From an optimization exercise on the open Yosys and OpenROAD flow, aimed at small area, a short achievable clock period and few clock cycles; shortcuts taken in it are not production practice.
At most, simulation tests tie the RTL to the original design; equivalence was not proved.
Power and IR drop assume default switching activity.

==> lagoon <==
## supermips_core
module supermips_core (
  input         clock,
  input         reset_n,
  output [31:0] icache_addr,
  output        icache_rd,
  input  [31:0] icache_data,
  input         icache_waitrequest,
  output [31:0] dcache_addr,
  output        dcache_rd,
  output        dcache_wr,
  output [31:0] dcache_wr_data,
  output [ 3:0] dcache_wr_be,
  input  [31:0] dcache_data,
  input         dcache_waitrequest
);
  reg  [31:0] pc_f;           
  reg  [31:0] ir;             
  reg         e_valid;
  reg         md_wp;          
  reg  [ 4:0] md_rd;
  reg         m_we;           
  reg  [ 4:0] m_rd;
  reg  [31:0] m_res;          
  reg         m_ld;           
  reg         m_st;           
  reg  [ 1:0] m_sz;           
  reg         m_sext;
  reg  [31:0] m_sd;           
  reg  [ 3:0] m_be;
  reg  [31:0] rf [1:31];
  reg  [31:1] rf_ok;          
  wire [5:0]  op = ir[31:26];
  wire [4:0]  rs = ir[25:21];
  wire [4:0]  rt = ir[20:16];
  wire [4:0]  rd = ir[15:11];
  wire [4:0]  sa = ir[10:6];
  wire [5:0]  fn = ir[5:0];
  wire [15:0] imm = ir[15:0];
  wire op_special  = (op == 6'h00);
  wire op_regimm   = (op == 6'h01);
  wire op_special2 = (op == 6'h1c);
  wire op_special3 = (op == 6'h1f);
  wire i_sll   = op_special & (fn == 6'd0);
  wire i_srl   = op_special & (fn == 6'd2);
  wire i_sra   = op_special & (fn == 6'd3);
  wire i_sllv  = op_special & (fn == 6'd4);
  wire i_srlv  = op_special & (fn == 6'd6);
  wire i_srav  = op_special & (fn == 6'd7);
  wire i_jr    = op_special & (fn == 6'd8);
  wire i_jalr  = op_special & (fn == 6'd9);
  wire i_movz  = op_special & (fn == 6'd10);
  wire i_movn  = op_special & (fn == 6'd11);
  ...
==> module muldiv, before the edit <==
module muldiv #(parameter KM = 8, KD = 4) (
  input         clock,
  input         reset_n,
  input         start,
  input         op_mul,       
  input         op_madd,      
  input         op_div,       
  input         sgn,          
  input  [31:0] a,            
  input  [31:0] a_md,         
  input  [31:0] b,            
  input         wr_hi,
  input         wr_lo,
  output        busy,         
  output        busy_rd,      
  output [31:0] hi,           
  output [31:0] lo,
  output [31:0] hi_q,         
  output [31:0] lo_q,
  output        hi_neg,       
  output        lo_neg,
  output        fin,          
  output        fhi_neg,      
  output        flo_neg
);
  localparam NCM = 32 / KM;
  localparam NCD = 32 / KD;
  reg  [31:0] hi_r, lo_r;
  reg         hi_neg_r, lo_neg_r;
  reg  [31:0] m;              
  reg  [32:0] acc;            
  reg         busy_r, is_div, is_madd, is_sgn, neg_q, neg_r, dcin;
  reg         hneg;           
  reg  [2:0]  cnt;
  wire last_m = busy_r & (cnt == NCM - 1);
  wire last_d = busy_r & (cnt == NCD - 1);
  wire        a_neg  = sgn & op_div & a[31];
  wire        b_neg  = sgn & b[31];
  wire [31:0] e_m    = b ^ {32{op_div & ~b_neg}};
  wire [31:0] u_m    = busy_r ? m : e_m;
  wire [32:0] u_acc  = busy_r ? acc : {1'b0, op_madd ? (lo_r ^ {32{lo_neg_r}}) : 32'd0};
  wire [31:0] u_lo   = busy_r ? lo_r : a_md;
  wire        u_sgn  = busy_r ? is_sgn : (sgn & op_mul);
  wire        u_div  = busy_r ? is_div : op_div;
  wire        u_dcin = busy_r ? dcin : ~b_neg;
  assign fin  = busy_r & (is_div ? last_d : last_m);
  wire [31:0] hi_nx, lo_nx;
  wire        hi_neg_nx, lo_neg_nx;
  assign busy    = busy_r;
  assign busy_rd = busy_r & ~fin;
  assign hi      = fin ? hi_nx : hi_r;
  assign lo      = fin ? lo_nx : lo_r;
  assign hi_q    = hi_r;
  assign lo_q    = lo_r;
  assign hi_neg  = hi_neg_r;
  assign lo_neg  = lo_neg_r;
  assign fhi_neg = hi_neg_nx;
  assign flo_neg = lo_neg_nx;
  integer r, j;
  reg  [32:0] ms, mc, x, sum, cy, xh, s2, c2;
  reg  [KM-1:0] pbits;
  always_comb begin
    ms = u_acc;
    mc = {32'd0, ~busy_r & op_madd & lo_neg_r};
    for (r = 0; r < KM; r = r + 1) begin
      for (j = 0; j < 32; j = j + 1)
        x[j] = (u_m[j] & u_lo[r]) ^ (u_sgn & ((j == 31) ^ (last_m && (r == KM - 1))));
      x[32] = u_sgn & ((~busy_r && (r == 0)) || (last_m && (r == KM - 1)));
      sum = ms ^ mc ^ x;
      cy  = (ms & mc) | (ms & x) | (mc & x);
      pbits[r] = sum[0];
      ms = {1'b0, sum[32:1]};
      mc = cy;
    end
    xh = {1'b0, (last_m & is_madd) ? (hi_r ^ {32{hneg}}) : 32'd0};
    s2 = ms ^ mc ^ xh;
    c2 = (ms & mc) | (ms & xh) | (mc & xh);
  end
  wire [32:0] acc_nx = s2 + {c2[31:0], last_m & is_madd & hneg};
  integer k;
  reg  [31:0] dr, dq;
  reg  [32:0] r2;
  reg  [33:0] diff;
  always_comb begin
    dr = u_acc[31:0]; dq = u_lo;
    for (k = 0; k < KD; k = k + 1) begin
      r2   = {dr, dq[31]};
      diff = {1'b0, r2} + {2'b11, u_m} + {33'd0, u_dcin};
      dr   = diff[33] ? r2[31:0] : diff[31:0];
      dq   = {dq[30:0], ~diff[33]};
    end
  end
  wire [31:0] lo_step = u_div ? dq : {pbits, u_lo[31:KM]};
  assign hi_nx     = is_div ? dr : acc_nx[31:0];
  assign lo_nx     = lo_step;
  assign hi_neg_nx = is_div & neg_r;
  assign lo_neg_nx = is_div & neg_q & (dq != 32'd0);
  always_ff @(posedge clock, negedge reset_n)
    if (~reset_n) begin
      hi_r     <= 32'd0;
      lo_r     <= 32'd0;
      hi_neg_r <= 1'b0;
      lo_neg_r <= 1'b0;
      busy_r   <= 1'b0;
    end else begin
      if (fin) begin
        hi_r     <= hi_nx;
        lo_r     <= lo_nx;
        hi_neg_r <= hi_neg_nx;
        lo_neg_r <= lo_neg_nx;
        busy_r   <= 1'b0;
      end else if (busy_r | start)
        lo_r <= lo_step;
      if (start)
        busy_r <= 1'b1;
      if (wr_hi) begin
        hi_r     <= a;
        hi_neg_r <= 1'b0;
      end
      if (wr_lo) begin
        lo_r     <= a;
        lo_neg_r <= 1'b0;
      end
    end
  always_ff @(posedge clock) begin
    if (~busy_r) begin
      m       <= e_m;
      dcin    <= ~b_neg;
      hneg    <= hi_neg_r;
      is_div  <= op_div;
      is_madd <= op_madd;
      is_sgn  <= sgn & op_mul;
      neg_q   <= a_neg ^ (op_div & b_neg);
      neg_r   <= a_neg;
    end
    cnt <= busy_r ? cnt + 3'd1 : 3'd1;
    acc <= u_div ? {1'b0, dr} : acc_nx;
  end
endmodule
==> flow/config.mk <==
export PLATFORM = sky130hd
export DESIGN_NAME = supermips_core
export DESIGN_NICKNAME = supermips_core
export VERILOG_FILES = /design/flow/design.v
export SDC_FILE = /design/flow/constraint.sdc
export NUM_CORES = 8
export LEC_CHECK = 0
export CAP_MARGIN = 40
export CORE_MARGIN = 2
export CORE_UTILIZATION = 40
export SLEW_MARGIN = 40
==> flow/constraint.sdc <==
create_clock -name core_clock -period 150.0 [get_ports {clock}]
set_input_delay 30.0000 -clock core_clock [delete_from_list [all_inputs] [get_ports {clock}]]
set_output_delay 30.0000 -clock core_clock [all_outputs]
set_load 0.01 [all_outputs]
standard.sh (not shown) runs the stock make flow with config.mk's settings and CLKGATE_MAP_FILE= SYNTH_SCRIPT=/design/flow/synth_recipe.tcl, a recipe that flattens the netlist after the stock synthesis.
==> flow/flow/run.sh <==
#!/bin/bash
# Layout flow: the standard layout (standard synthesis), with stronger
# port buffers than the default choice.
set -euo pipefail
W=$(pwd)
export BUFFER_PORTS_ARGS="-buffer_cell sky130_fd_sc_hd__buf_4"
bash "$W/standard.sh" > "$W/layout.log" 2>&1
==> indigo: changes against lagoon <==
--- a/flow/design.v
+++ b/flow/design.v
@@ -52,51 +52,61 @@
   assign lo      = fin ? lo_nx : lo_r;
   assign hi_q    = hi_r;
   assign lo_q    = lo_r;
   assign hi_neg  = hi_neg_r;
   assign lo_neg  = lo_neg_r;
   assign fhi_neg = hi_neg_nx;
   assign flo_neg = lo_neg_nx;
   integer r, j;
-  reg  [32:0] ms, mc, x, sum, cy, xh, s2, c2;
+  reg  [32:0] ms, x;
+  reg  [33:0] sm;
+  reg         cy;
   reg  [KM-1:0] pbits;
   always_comb begin
     ms = u_acc;
-    mc = {32'd0, ~busy_r & op_madd & lo_neg_r};
     for (r = 0; r < KM; r = r + 1) begin
       for (j = 0; j < 32; j = j + 1)
         x[j] = (u_m[j] & u_lo[r]) ^ (u_sgn & ((j == 31) ^ (last_m && (r == KM - 1))));
       x[32] = u_sgn & ((~busy_r && (r == 0)) || (last_m && (r == KM - 1)));
-      sum = ms ^ mc ^ x;
-      cy  = (ms & mc) | (ms & x) | (mc & x);
-      pbits[r] = sum[0];
-      ms = {1'b0, sum[32:1]};
-      mc = cy;
+      cy = (r == 0) && ~busy_r && op_madd && lo_neg_r;
+      for (j = 0; j < 33; j = j + 1) begin
+        sm[j] = ms[j] ^ x[j] ^ cy;
+        cy    = (ms[j] & x[j]) | (ms[j] & cy) | (x[j] & cy);
+      end
+      sm[33] = cy;
+      pbits[r] = sm[0];
+      ms = sm[33:1];
+    end
+  end
+  reg  [31:0] hi_mul, xh;
+  reg         ch;
+  always_comb begin
+    xh = is_madd ? (hi_r ^ {32{hneg}}) : 32'd0;
+    ch = is_madd & hneg;
+    for (j = 0; j < 32; j = j + 1) begin
+      hi_mul[j] = ms[j] ^ xh[j] ^ ch;
+      ch        = (ms[j] & xh[j]) | (ms[j] & ch) | (xh[j] & ch);
     end
-    xh = {1'b0, (last_m & is_madd) ? (hi_r ^ {32{hneg}}) : 32'd0};
-    s2 = ms ^ mc ^ xh;
-    c2 = (ms & mc) | (ms & xh) | (mc & xh);
   end
-  wire [32:0] acc_nx = s2 + {c2[31:0], last_m & is_madd & hneg};
   integer k;
   reg  [31:0] dr, dq;
   reg  [32:0] r2;
   reg  [33:0] diff;
   always_comb begin
     dr = u_acc[31:0]; dq = u_lo;
     for (k = 0; k < KD; k = k + 1) begin
       r2   = {dr, dq[31]};
       diff = {1'b0, r2} + {2'b11, u_m} + {33'd0, u_dcin};
       dr   = diff[33] ? r2[31:0] : diff[31:0];
       dq   = {dq[30:0], ~diff[33]};
     end
   end
   wire [31:0] lo_step = u_div ? dq : {pbits, u_lo[31:KM]};
-  assign hi_nx     = is_div ? dr : acc_nx[31:0];
+  assign hi_nx     = is_div ? dr : hi_mul;
   assign lo_nx     = lo_step;
   assign hi_neg_nx = is_div & neg_r;
   assign lo_neg_nx = is_div & neg_q & (dq != 32'd0);
   always_ff @(posedge clock, negedge reset_n)
     if (~reset_n) begin
       hi_r     <= 32'd0;
       lo_r     <= 32'd0;
       hi_neg_r <= 1'b0;
@@ -129,17 +139,17 @@
       hneg    <= hi_neg_r;
       is_div  <= op_div;
       is_madd <= op_madd;
       is_sgn  <= sgn & op_mul;
       neg_q   <= a_neg ^ (op_div & b_neg);
       neg_r   <= a_neg;
     end
     cnt <= busy_r ? cnt + 3'd1 : 3'd1;
-    acc <= u_div ? {1'b0, dr} : acc_nx;
+    acc <= u_div ? {1'b0, dr} : ms;
   end
 endmodule
 module supermips_core (
   input         clock,
   input         reset_n,
   output [31:0] icache_addr,
   output        icache_rd,
   input  [31:0] icache_data,
==> flow/run.sh (new file) <==
#!/bin/bash
# synth_recipe.tcl (not shown) runs the flow's synth.tcl, then flattens the netlist and writes it again
# the make line also repeats each setting of config.mk as NAME=value (left out here)
make -C /OpenROAD-flow-scripts/flow DESIGN_CONFIG=/design/flow/config.mk WORK_HOME=/design/flow/orfs CLKGATE_MAP_FILE= SYNTH_SCRIPT=/design/flow/synth_recipe.tcl finish
==> flow/config.mk (replaced) <==
export PLATFORM = sky130hd
export DESIGN_NAME = supermips_core
export DESIGN_NICKNAME = supermips_core
export VERILOG_FILES = /design/flow/design.v
export SDC_FILE = /design/flow/constraint.sdc
export NUM_CORES = 8
export LEC_CHECK = 0
export CAP_MARGIN = 20
export CORE_MARGIN = 2
export CORE_UTILIZATION = 40
export SLEW_MARGIN = 20
removed: flow/flow/run.sh
removed: flow/standard.sh
==> tundra: changes against lagoon <==
--- a/flow/design.v
+++ b/flow/design.v
@@ -15,23 +15,25 @@
   output        busy_rd,      
   output [31:0] hi,           
   output [31:0] lo,
   output [31:0] hi_q,         
   output [31:0] lo_q,
   output        hi_neg,       
   output        lo_neg,
   output        fin,          
+  output        hi_dead,      
   output        fhi_neg,      
   output        flo_neg
 );
   localparam NCM = 32 / KM;
   localparam NCD = 32 / KD;
   reg  [31:0] hi_r, lo_r;
   reg         hi_neg_r, lo_neg_r;
+  reg         hi_dead_r;
   reg  [31:0] m;              
   reg  [32:0] acc;            
   reg         busy_r, is_div, is_madd, is_sgn, neg_q, neg_r, dcin;
   reg         hneg;           
   reg  [2:0]  cnt;
   wire last_m = busy_r & (cnt == NCM - 1);
   wire last_d = busy_r & (cnt == NCD - 1);
   wire        a_neg  = sgn & op_div & a[31];
@@ -43,34 +45,35 @@
   wire        u_sgn  = busy_r ? is_sgn : (sgn & op_mul);
   wire        u_div  = busy_r ? is_div : op_div;
   wire        u_dcin = busy_r ? dcin : ~b_neg;
   assign fin  = busy_r & (is_div ? last_d : last_m);
   wire [31:0] hi_nx, lo_nx;
   wire        hi_neg_nx, lo_neg_nx;
   assign busy    = busy_r;
   assign busy_rd = busy_r & ~fin;
-  assign hi      = fin ? hi_nx : hi_r;
+  assign hi      = (fin & ~hi_dead_r) ? hi_nx : hi_r;
+  assign hi_dead = hi_dead_r;
   assign lo      = fin ? lo_nx : lo_r;
   assign hi_q    = hi_r;
   assign lo_q    = lo_r;
   assign hi_neg  = hi_neg_r;
   assign lo_neg  = lo_neg_r;
   assign fhi_neg = hi_neg_nx;
   assign flo_neg = lo_neg_nx;
   integer r, j;
   reg  [32:0] ms, mc, x, sum, cy, xh, s2, c2;
   reg  [KM-1:0] pbits;
   always_comb begin
     ms = u_acc;
     mc = {32'd0, ~busy_r & op_madd & lo_neg_r};
     for (r = 0; r < KM; r = r + 1) begin
       for (j = 0; j < 32; j = j + 1)
         x[j] = (u_m[j] & u_lo[r]) ^ (u_sgn & ((j == 31) ^ (last_m && (r == KM - 1))));
-      x[32] = u_sgn & ((~busy_r && (r == 0)) || (last_m && (r == KM - 1)));
+      x[32] = u_sgn & (((~busy_r || (cnt == 3'd0)) && (r == 0)) || (last_m && (r == KM - 1)));
       sum = ms ^ mc ^ x;
       cy  = (ms & mc) | (ms & x) | (mc & x);
       pbits[r] = sum[0];
       ms = {1'b0, sum[32:1]};
       mc = cy;
     end
     xh = {1'b0, (last_m & is_madd) ? (hi_r ^ {32{hneg}}) : 32'd0};
     s2 = ms ^ mc ^ xh;
@@ -97,49 +100,58 @@
   assign lo_neg_nx = is_div & neg_q & (dq != 32'd0);
   always_ff @(posedge clock, negedge reset_n)
     if (~reset_n) begin
       hi_r     <= 32'd0;
       lo_r     <= 32'd0;
       hi_neg_r <= 1'b0;
       lo_neg_r <= 1'b0;
       busy_r   <= 1'b0;
+      hi_dead_r <= 1'b0;
     end else begin
       if (fin) begin
-        hi_r     <= hi_nx;
-        lo_r     <= lo_nx;
-        hi_neg_r <= hi_neg_nx;
-        lo_neg_r <= lo_neg_nx;
-        busy_r   <= 1'b0;
-      end else if (busy_r | start)
+        if (~hi_dead_r) begin
+          hi_r     <= hi_nx;
+          hi_neg_r <= hi_neg_nx;
+        end
+        lo_r      <= lo_nx;
+        lo_neg_r  <= lo_neg_nx;
+        busy_r    <= 1'b0;
+        hi_dead_r <= 1'b0;
+      end else if (busy_r)
         lo_r <= lo_step;
-      if (start)
-        busy_r <= 1'b1;
+      if (start) begin
+        busy_r    <= 1'b1;
+        lo_r      <= busy_r ? a_md : lo_step;
+        hi_dead_r <= 1'b0;
+      end
       if (wr_hi) begin
         hi_r     <= a;
         hi_neg_r <= 1'b0;
+        if (busy_r & ~fin)
+          hi_dead_r <= 1'b1;
       end
       if (wr_lo) begin
         lo_r     <= a;
         lo_neg_r <= 1'b0;
       end
     end
   always_ff @(posedge clock) begin
-    if (~busy_r) begin
+    if (~busy_r | start) begin
       m       <= e_m;
       dcin    <= ~b_neg;
       hneg    <= hi_neg_r;
       is_div  <= op_div;
       is_madd <= op_madd;
       is_sgn  <= sgn & op_mul;
       neg_q   <= a_neg ^ (op_div & b_neg);
       neg_r   <= a_neg;
     end
-    cnt <= busy_r ? cnt + 3'd1 : 3'd1;
-    acc <= u_div ? {1'b0, dr} : acc_nx;
+    cnt <= (busy_r & start) ? 3'd0 : busy_r ? cnt + 3'd1 : 3'd1;
+    acc <= (busy_r & start) ? 33'd0 : u_div ? {1'b0, dr} : acc_nx;
   end
 endmodule
 module supermips_core (
   input         clock,
   input         reset_n,
   output [31:0] icache_addr,
   output        icache_rd,
   input  [31:0] icache_data,
@@ -150,27 +162,36 @@
   output [31:0] dcache_wr_data,
   output [ 3:0] dcache_wr_be,
   input  [31:0] dcache_data,
   input         dcache_waitrequest
 );
   reg  [31:0] pc_f;           
   reg  [31:0] ir;             
   reg         e_valid;
+  reg         e_md_go_done;   
   reg         md_wp;          
   reg  [ 4:0] md_rd;
   reg         m_we;           
   reg  [ 4:0] m_rd;
   reg  [31:0] m_res;          
   reg         m_ld;           
+  reg         m_isld;         
   reg         m_st;           
   reg  [ 1:0] m_sz;           
   reg         m_sext;
   reg  [31:0] m_sd;           
   reg  [ 3:0] m_be;
+  reg         w_we;           
+  reg  [ 4:0] w_rd;
+  reg  [31:0] w_val;          
+  reg         w_ld;
+  reg  [ 1:0] w_sz;
+  reg         w_sext;
+  reg  [ 1:0] w_off;          
   reg  [31:0] rf [1:31];
   reg  [31:1] rf_ok;          
   wire [5:0]  op = ir[31:26];
   wire [4:0]  rs = ir[25:21];
   wire [4:0]  rt = ir[20:16];
   wire [4:0]  rd = ir[15:11];
   wire [4:0]  sa = ir[10:6];
   wire [5:0]  fn = ir[5:0];
@@ -247,30 +268,35 @@
   wire uses_rt = op_special | i_beq | i_bne | i_store | op_special2 |
                  (op_special3 & ~i_ext);
   wire dst_rd  = (op_special & ~(i_jr | i_mthi | i_mtlo | i_md_start)) |
                  i_seb | i_seh;
   wire dst_rt  = i_addi | i_slti | i_sltiu | i_andi | i_ori | i_xori | i_lui |
                  i_load | i_ext | i_ins;
   wire dst_31  = i_jal | i_link_b;
   wire [4:0] e_dst = dst_31 ? 5'd31 : dst_rd ? rd : rt;
+  wire [31:0] md_hi, md_lo, md_hi_q, md_lo_q;
+  wire        md_hi_neg, md_lo_neg, md_fin, md_fhi_neg, md_flo_neg, md_hi_dead;
   wire [31:0] rf_a = (rs != 5'd0 && rf_ok[rs]) ? rf[rs] : 32'd0;
   wire [31:0] rf_b = (rt != 5'd0 && rf_ok[rt]) ? rf[rt] : 32'd0;
-  wire        byp_a = m_we & (m_rd == rs);
-  wire        byp_b = m_we & (m_rd == rt);
-  wire [31:0] a  = byp_a ? m_res : rf_a;
-  wire [31:0] bt = byp_b ? m_res : rf_b;
+  wire [31:0] w_res;
+  wire        byp_a  = m_we & (m_rd == rs);
+  wire        byp_b  = m_we & (m_rd == rt);
+  wire        bypw_a = w_we & (w_rd == rs);
+  wire        bypw_b = w_we & (w_rd == rt);
+  wire        bypd_a = md_wp & (md_rd == rs);
+  wire        bypd_b = md_wp & (md_rd == rt);
+  wire [31:0] a  = bypd_a ? md_lo_q : byp_a ? m_res : bypw_a ? w_res : rf_a;
+  wire [31:0] bt = bypd_b ? md_lo_q : byp_b ? m_res : bypw_b ? w_res : rf_b;
   wire        imm_z  = i_andi | i_ori | i_xori;
   wire [31:0] simm   = {{16{imm[15]}}, imm};
   wire [31:0] b_imm  = imm_z ? {16'd0, imm} : simm;
   wire        use_imm = ~(op_special | op_special2 | op_special3 | op_regimm |
                           i_beq | i_bne);
   wire [31:0] b = use_imm ? b_imm : bt;
-  wire [31:0] md_hi, md_lo, md_hi_q, md_lo_q;
-  wire        md_hi_neg, md_lo_neg, md_fin, md_fhi_neg, md_flo_neg;
   wire        md_op   = i_md_start | i_mul;
   wire        dneg_a  = i_div & a[31];
   wire        neg_rd  = (i_mfhi & md_hi_neg) | (i_mflo & md_lo_neg);
   wire        zero_a  = dneg_a | i_mfhi | i_mflo;
   wire        do_sub  = i_sub | i_slt | i_sltu | i_slti | i_sltiu | dneg_a | neg_rd;
   wire [31:0] add_a   = zero_a ? 32'd0 : a;
   wire [31:0] add_b   = i_mfhi ? md_hi_q : i_mflo ? md_lo_q : dneg_a ? a : md_op ? 32'd0 : b;
   wire [32:0] sum     = {1'b0, add_a} + {1'b0, do_sub ? ~add_b : add_b} + {32'd0, do_sub};
@@ -320,46 +346,52 @@
     else if (i_jal | i_jalr)      alu = pc_plus4;
     else if (i_link_b)            alu = taken ? pc_plus4 : {16'd0, imm};
   end
   wire e_we = (dst_rd | dst_rt | dst_31) & (e_dst != 5'd0) &
               ~(i_movz & ~(bt == 32'd0)) & ~(i_movn & (bt == 32'd0));
   wire m_stall  = (m_ld | m_st) & dcache_waitrequest;
   wire f_done   = ~icache_waitrequest;
   wire md_busy, md_busy_rd;
-  wire load_use = m_ld & m_we & ((uses_rs & (m_rd == rs)) | (uses_rt & (m_rd == rt)));
-  wire md_wr    = md_wp & ~md_busy_rd & ~m_we;
-  wire md_dep   = md_wp & ((uses_rs & (rs == md_rd)) | (uses_rt & (rt == md_rd)) |
-                           (e_we & (e_dst == md_rd)));
-  wire md_wait  = ((i_md_start | i_mul) & (md_busy | md_wp)) |
-                  ((i_mthi | i_mtlo) & (md_busy_rd | md_wp)) |
-                  (i_mfhi & (md_busy_rd | (md_fin & md_fhi_neg))) |
-                  (i_mflo & (md_busy_rd | (md_fin & md_flo_neg))) | md_dep |
-                  (md_wp & ~md_busy_rd & m_we & e_we);
+  wire load_use = m_isld & m_we & ((uses_rs & (m_rd == rs)) | (uses_rt & (m_rd == rt)));
+  wire md_wr    = md_wp & ~md_busy_rd & ~w_we & ~(m_we & (m_rd == md_rd));
+  wire md_dep   = md_wp & md_busy & ~e_md_go_done &
+                  ((uses_rs & (rs == md_rd)) | (uses_rt & (rt == md_rd)));
+  wire md_kill  = md_wp & e_we & (e_dst == md_rd);
+  wire md_wait  = ((i_md_start | i_mul) & ~e_md_go_done & (md_wp | (md_busy & i_madd))) |
+                  (i_mtlo & (md_busy_rd | md_wp)) |
+                  (i_mfhi & ~md_hi_dead & (md_busy_rd | (md_fin & md_fhi_neg))) |
+                  (i_mflo & (md_busy_rd | (md_fin & md_flo_neg))) | md_dep;
   wire e_block  = e_valid & (load_use | md_wait | (i_ctrl & ~f_done));
   wire e_go     = ~m_stall & ~e_block;
-  wire e_md_go  = e_valid & ~m_stall & ~load_use & ~md_wait;
-  wire md_start = e_md_go & (i_md_start | i_mul);
+  wire e_md_go  = e_valid & ~load_use & ~md_wait;
+  wire md_start = e_md_go & (i_md_start | i_mul) & ~e_md_go_done;
   wire [31:0] sd = i_sb ? {4{bt[7:0]}} : i_sh ? {2{bt[15:0]}} : bt;
   wire [1:0]  ea = sum[1:0];
   wire [3:0]  be = i_sb ? (4'b1000 >> ea) : i_sh ? (ea[1] ? 4'b0011 : 4'b1100) : 4'b1111;
   always_ff @(posedge clock, negedge reset_n)
     if (~reset_n) begin
       pc_f       <= 32'd0;
       e_valid    <= 1'b0;
       md_wp      <= 1'b0;
+      e_md_go_done <= 1'b0;
       m_we       <= 1'b0;
       m_ld       <= 1'b0;
       m_st       <= 1'b0;
+      w_we       <= 1'b0;
     end else begin
-      if (md_wr)
+      w_we <= m_we & ~m_stall;
+      if (md_wr | (e_valid & e_go & md_kill))
         md_wp <= 1'b0;
       if (md_start & i_mul & (rd != 5'd0))
         md_wp <= 1'b1;
+      if (md_start)
+        e_md_go_done <= 1'b1;
       if (e_go) begin
+        e_md_go_done <= 1'b0;
         m_we    <= e_valid & e_we;
         m_ld    <= e_valid & i_load;
         m_st    <= e_valid & i_store;
         e_valid <= f_done;
         if (f_done)
           pc_f <= (e_valid & taken) ? target : pc_plus4;
       end else if (~m_stall) begin
         m_we <= 1'b0;
@@ -370,37 +402,46 @@
   always_ff @(posedge clock)
     if (md_start & i_mul) md_rd <= rd;
   always_ff @(posedge clock)
     if (e_go)
       ir <= icache_data;
   always_ff @(posedge clock)
     if (~m_stall) begin
       m_rd   <= e_dst;
+      m_isld <= i_load;
       m_res  <= alu;
       m_sz   <= (i_lb | i_lbu) ? 2'd0 : (i_lh | i_lhu) ? 2'd1 : 2'd2;
       m_sext <= i_lb | i_lh;
       m_sd   <= sd;
       m_be   <= be;
     end
   assign dcache_addr    = m_res;
   assign dcache_rd      = m_ld;
   assign dcache_wr      = m_st;
   assign dcache_wr_data = m_sd;
   assign dcache_wr_be   = m_be;
-  wire [1:0]  mo = m_res[1:0];
-  wire [7:0]  ld_b = (mo == 2'd0) ? dcache_data[31:24] : (mo == 2'd1) ? dcache_data[23:16]
-                   : (mo == 2'd2) ? dcache_data[15:8] : dcache_data[7:0];
-  wire [15:0] ld_h = mo[1] ? dcache_data[15:0] : dcache_data[31:16];
-  wire [31:0] ld_v = (m_sz == 2'd0) ? {{24{m_sext & ld_b[7]}}, ld_b}
-                   : (m_sz == 2'd1) ? {{16{m_sext & ld_h[15]}}, ld_h}
-                   : dcache_data;
-  wire [31:0] wd = m_ld ? ld_v : md_wr ? md_lo : m_res;
-  wire [ 4:0] wa = md_wr ? md_rd : m_rd;
-  wire        rf_we = m_we | md_wr;
+  always_ff @(posedge clock) begin
+    w_rd   <= m_rd;
+    w_val  <= m_isld ? dcache_data : m_res;
+    w_ld   <= m_isld;
+    w_sz   <= m_sz;
+    w_sext <= m_sext;
+    w_off  <= m_res[1:0];
+  end
+  wire [7:0]  ld_b = (w_off == 2'd0) ? w_val[31:24] : (w_off == 2'd1) ? w_val[23:16]
+                   : (w_off == 2'd2) ? w_val[15:8] : w_val[7:0];
+  wire [15:0] ld_h = w_off[1] ? w_val[15:0] : w_val[31:16];
+  assign w_res = ~w_ld ? w_val
+               : (w_sz == 2'd0) ? {{24{w_sext & ld_b[7]}}, ld_b}
+               : (w_sz == 2'd1) ? {{16{w_sext & ld_h[15]}}, ld_h}
+               : w_val;
+  wire [31:0] wd = md_wr ? md_lo : w_res;
+  wire [ 4:0] wa = md_wr ? md_rd : w_rd;
+  wire        rf_we = w_we | md_wr;
   always_ff @(posedge clock)
     if (rf_we) rf[wa] <= wd;
   always_ff @(posedge clock, negedge reset_n)
     if (~reset_n) rf_ok <= 31'd0;
     else if (rf_we) rf_ok[wa] <= 1'b1;
   assign icache_addr = pc_f;
   assign icache_rd   = 1'b1;
   muldiv MD (
@@ -420,11 +461,12 @@
     .busy_rd (md_busy_rd),
     .hi      (md_hi),
     .lo      (md_lo),
     .hi_q    (md_hi_q),
     .lo_q    (md_lo_q),
     .hi_neg  (md_hi_neg),
     .lo_neg  (md_lo_neg),
     .fin     (md_fin),
+    .hi_dead (md_hi_dead),
     .fhi_neg (md_fhi_neg),
     .flo_neg (md_flo_neg));
 endmodule
==> summary of the runs <==
- lagoon finished clean. indigo produced a layout that fails on capacitance limit, slew limit. tundra finished clean.
- Sequential share of layout area: indigo > tundra > lagoon.
- Against tundra, the combinational power of lagoon is higher by 24%.
- Of tundra and indigo, indigo has the higher power (gap about 9%, measured against indigo).
- The lowest via count belongs to indigo, the highest to tundra.
- Between indigo and tundra, the lower sequential cell count is in indigo (gap 47).
- Global-route usage: lagoon is higher than indigo (4.7 points).
- Synthesized cell count: indigo is smaller than tundra (about 11%).
- Clock power, lowest first: indigo, lagoon, tundra.
- First-iteration DRC count, lowest first: indigo, tundra, lagoon.
- Between tundra and indigo, the lower maximum frequency is in indigo (gap about 3.4%, measured against indigo).
Testbench counts of indigo, summed over its fixed seeds: cycles 61,454.
Testbench counts of tundra, summed over its fixed seeds: cycles 58,678.
No functional check of the RTL was part of lagoon.

[port drivers added, routing unchanged]
The flow's constraints put no driver on any port. The routed layouts listed below were extracted and timed again, unchanged, in two steps.
Step 1 sets driving cells, clkbuf_16 on the clock port and buf_2 on the other inputs (assumed; they add their load-dependent delay and slew).
Step 2 also shifts input and output timing later by t, the mid clock arrival at the registers, as if the neighbouring blocks saw the same clock.
Slacks: no drivers / after step 1 / after step 2; pairs: no drivers / after step 1.
run	shift t [ns]	slack for setup (ns)	worst setup path after step 2	slew at the worst register clock pin (ns)	worst data-port slew with drivers (ns)
lagoon	0.953	117.912 / 117.818 / 117.361	input to register	0.07 / 0.07	0.06
indigo	0.920	117.162 / 117.232 / 116.312	input to register	0.08 / 0.08	0.13
tundra	0.940	118.247 / 118.152 / 117.392	input to register	0.08 / 0.08	0.19
For tundra, which loses most, drivers alone change the setup slack by -0.095 ns; drivers and shift together by -0.855 ns.
